Context: an optimization exercise on an open-source flow, tuned for small area and a short achievable clock period. The choices shown serve that exercise and are no tape-out recipe.
In this exercise RTL edits were held to simulation tests only and were not proved equivalent to the original.
Power and IR drop assume default switching activity.

## the baseline
// CPU
module CPU(
   input wire        clk,
   input wire        rstn,
   input wire [31:0] operand_a,
   input wire [31:0] operand_b,
   input wire [2:0]  operation,
   input wire        logic_arithmetic,
   input wire        add_sub,
   output reg [31:0] alu_out
);
Size in the first run: about 1100 cells after synthesis, roughly 110 flip-flops, roughly 8200 sq um of cells after synthesis.
export LEC_CHECK = 0
export CAP_MARGIN = 20
export CORE_MARGIN = 2
export CORE_UTILIZATION = 40
export SETUP_SLACK_MARGIN = 2.9
export SLEW_MARGIN = 20
create_clock -name core_clock -period 5.0 [get_ports {clk}]
standard.sh (not shown) runs the stock make flow with config.mk's settings and CLKGATE_MAP_FILE= SYNTH_SCRIPT=/design/flow/synth_recipe.tcl, a recipe that flattens the netlist after the stock synthesis.
==> flow/flow/run.sh <==
#!/bin/bash
set -euo pipefail
W=$(pwd)
sed 's|log_cmd abc {\*}$abc_args|log_cmd abc -script '"$W"'/flow/speed.abc {*}[lrange $abc_args 2 end]|' \
  "$FLOW_HOME/scripts/synth.tcl" > "$W/synth_mod.tcl"
grep -q "flow/speed.abc" "$W/synth_mod.tcl"
sed "s|\$::env(SCRIPTS_DIR)/synth.tcl|$W/synth_mod.tcl|" synth_recipe.tcl > "$W/synth_top.tcl"
grep -q "synth_mod.tcl" "$W/synth_top.tcl"
bash standard.sh SYNTH_SCRIPT="$W/synth_top.tcl" ABC_CLOCK_PERIOD_IN_PS=1200 \
  BUFFER_PORTS_ARGS="-buffer_cell sky130_fd_sc_hd__buf_1" finish > "$W/flow_make.log" 2>&1
==> flow/flow/speed.abc <==
strash
dch -f
map {D}
topo
buffer -p
stime -p
The baseline | status: complete | timing, DRC, antenna: pass
For the candidate, these inputs were changed with respect to the baseline:
Settings: an added TNS_END_PERCENT of 0; a change of SETUP_SLACK_MARGIN from 2.9 to 3.0.
==> flow/flow/speed.abc <==
strash
dch -f
map
topo
buffer -p
upsize -D 1300
dnsize -D 1300
stime -p
Notes after the runs:
The baseline -> the candidate: number of flip-flops and latches flat. Taking the candidate over the baseline, the clock power ratio works out to 1.05. Delta (the candidate minus the baseline): width of the chip went down; clock buffer and inverter area fraction after layout higher. Looking at the candidate and the baseline, the highest clock rate is a wash. Clock share of power for the candidate: 1.8 points up relative to the baseline. [the candidate vs the baseline] final cell area excluding filler cells: lower in the candidate. Post-CTS setup buffer count in the candidate is 7 below the baseline. Against the baseline, the candidate comes in 2 lower on cell row count. Final worst setup slack was lower in the run labelled the baseline.


CPU, a different RTL version from the one above (not shown whole).
Size: ~920 cells after synthesis.
==> flow/config.mk <==
export PLATFORM = sky130hd
export DESIGN_NAME = CPU
export DESIGN_NICKNAME = CPU
export VERILOG_FILES = /design/flow/design.v
export SDC_FILE = /design/flow/constraint.sdc
export NUM_CORES = 8
export LEC_CHECK = 0
export CAP_MARGIN = 20
export CORE_MARGIN = 2
export CORE_UTILIZATION = 38
export SETUP_SLACK_MARGIN = 3.0
export SLEW_MARGIN = 20
export TNS_END_PERCENT = 0
==> flow/constraint.sdc <==
create_clock -name core_clock -period 5.0 [get_ports {clk}]
set_input_delay 1.0000 -clock core_clock [delete_from_list [all_inputs] [get_ports {clk}]]
set_output_delay 1.0000 -clock core_clock [all_outputs]
set_load 0.01 [all_outputs]
==> flow/flow/run.sh <==
#!/bin/bash
# Layout flow: the standard ORFS flow (standard.sh) with these changes:
#  - synthesis maps the RTL's gate modules (AND3, AND4B, AND4BB, NAND3B,
#    A22OI, A221OI, A222OI, NAND2)
#    to single library cells with flow/cells_map.v before flattening (the
#    registers, and all else in synthesis, are the standard synthesis's);
#  - ABC maps the logic with flow/speed.abc (delay-driven map with area
#    recovery, buffering and gate sizing) instead of ORFS's abc_speed script;
#  - the port buffers are buf_1 cells instead of buffer_ports' default pick;
set -euo pipefail
W=$(pwd)
sed -e 's|log_cmd abc {\*}$abc_args|log_cmd abc -script '"$W"'/flow/speed.abc {*}[lrange $abc_args 2 end]|' \
    -e 's|^hierarchy -check -top $::env(DESIGN_NAME)$|&\ntechmap -map '"$W"'/flow/cells_map.v\nhierarchy -check -top $::env(DESIGN_NAME)|' \
  "$FLOW_HOME/scripts/synth.tcl" > "$W/synth_mod.tcl"
grep -q "flow/speed.abc" "$W/synth_mod.tcl"
grep -q "flow/cells_map.v" "$W/synth_mod.tcl"
sed "s|\$::env(SCRIPTS_DIR)/synth.tcl|$W/synth_mod.tcl|" synth_recipe.tcl > "$W/synth_top.tcl"
grep -q "synth_mod.tcl" "$W/synth_top.tcl"
bash standard.sh SYNTH_SCRIPT="$W/synth_top.tcl" ABC_CLOCK_PERIOD_IN_PS=1200 \
  BUFFER_PORTS_ARGS="-buffer_cell sky130_fd_sc_hd__buf_1" finish > "$W/flow_make.log" 2>&1
Other scripts of this flow, unchanged in this note and not shown: flow/flow/cells_map.v, flow/flow/speed.abc
Then changed:
--- a/flow/config.mk
+++ b/flow/config.mk
@@ -9,3 +9,3 @@
 export CORE_MARGIN = 2
-export CORE_UTILIZATION = 38
+export CORE_UTILIZATION = 40
 export SETUP_SLACK_MARGIN = 3.0
The changed run produced a clean layout.
Combinational power fell by 2.4%.
Routed wire length falls by 3.4%.
Via count falls by 0.75%.
Worst setup slack is worse by 0.073 ns.
Total power falls by 3.4%.
Clock-buffer cell count is higher by 2.

[separate check: timing with driven ports]
The results above use ideal ports. As a check the final layouts listed here were re-extracted and re-timed, cells and wires unchanged. Step 1 sets driving cells, clkbuf_16 on the clock port and buf_2 on the other inputs (assumed; they add their load-dependent delay and slew). Step 2 also shifts input and output timing later by t, the mid clock arrival at the registers, as if the neighbouring blocks saw the same clock. Three values: ideal ports, drivers, drivers and shift; two values: the first two.
| run | shift t [ns] | setup WS [ns] | hold slack, ns | latest minus earliest clock arrival (ns) | pins driven straight from the clock port |
|---|---|---|---|---|---|
| the baseline | 0.409 | 2.846 / 2.819 / 2.409 | 0.540 / 0.540 / 0.540 | 0.011 / 0.011 | 1 |
| the candidate | 0.412 | 2.851 / 2.848 / 2.435 | 0.581 / 0.581 / 0.581 | 0.009 / 0.009 | 1 |
| the first run of note 2 | 0.403 | 2.842 / 2.813 / 2.410 | 0.599 / 0.599 / 0.599 | 0.012 / 0.012 | 1 |
| the second run of note 2 | 0.399 | 2.769 / 2.737 / 2.338 | 0.627 / 0.627 / 0.627 | 0.009 / 0.009 | 1 |
After both steps setup and hold are still met in every run listed. For the baseline, which loses most, drivers alone change the setup slack by -0.027 ns; drivers and shift together by -0.437 ns.
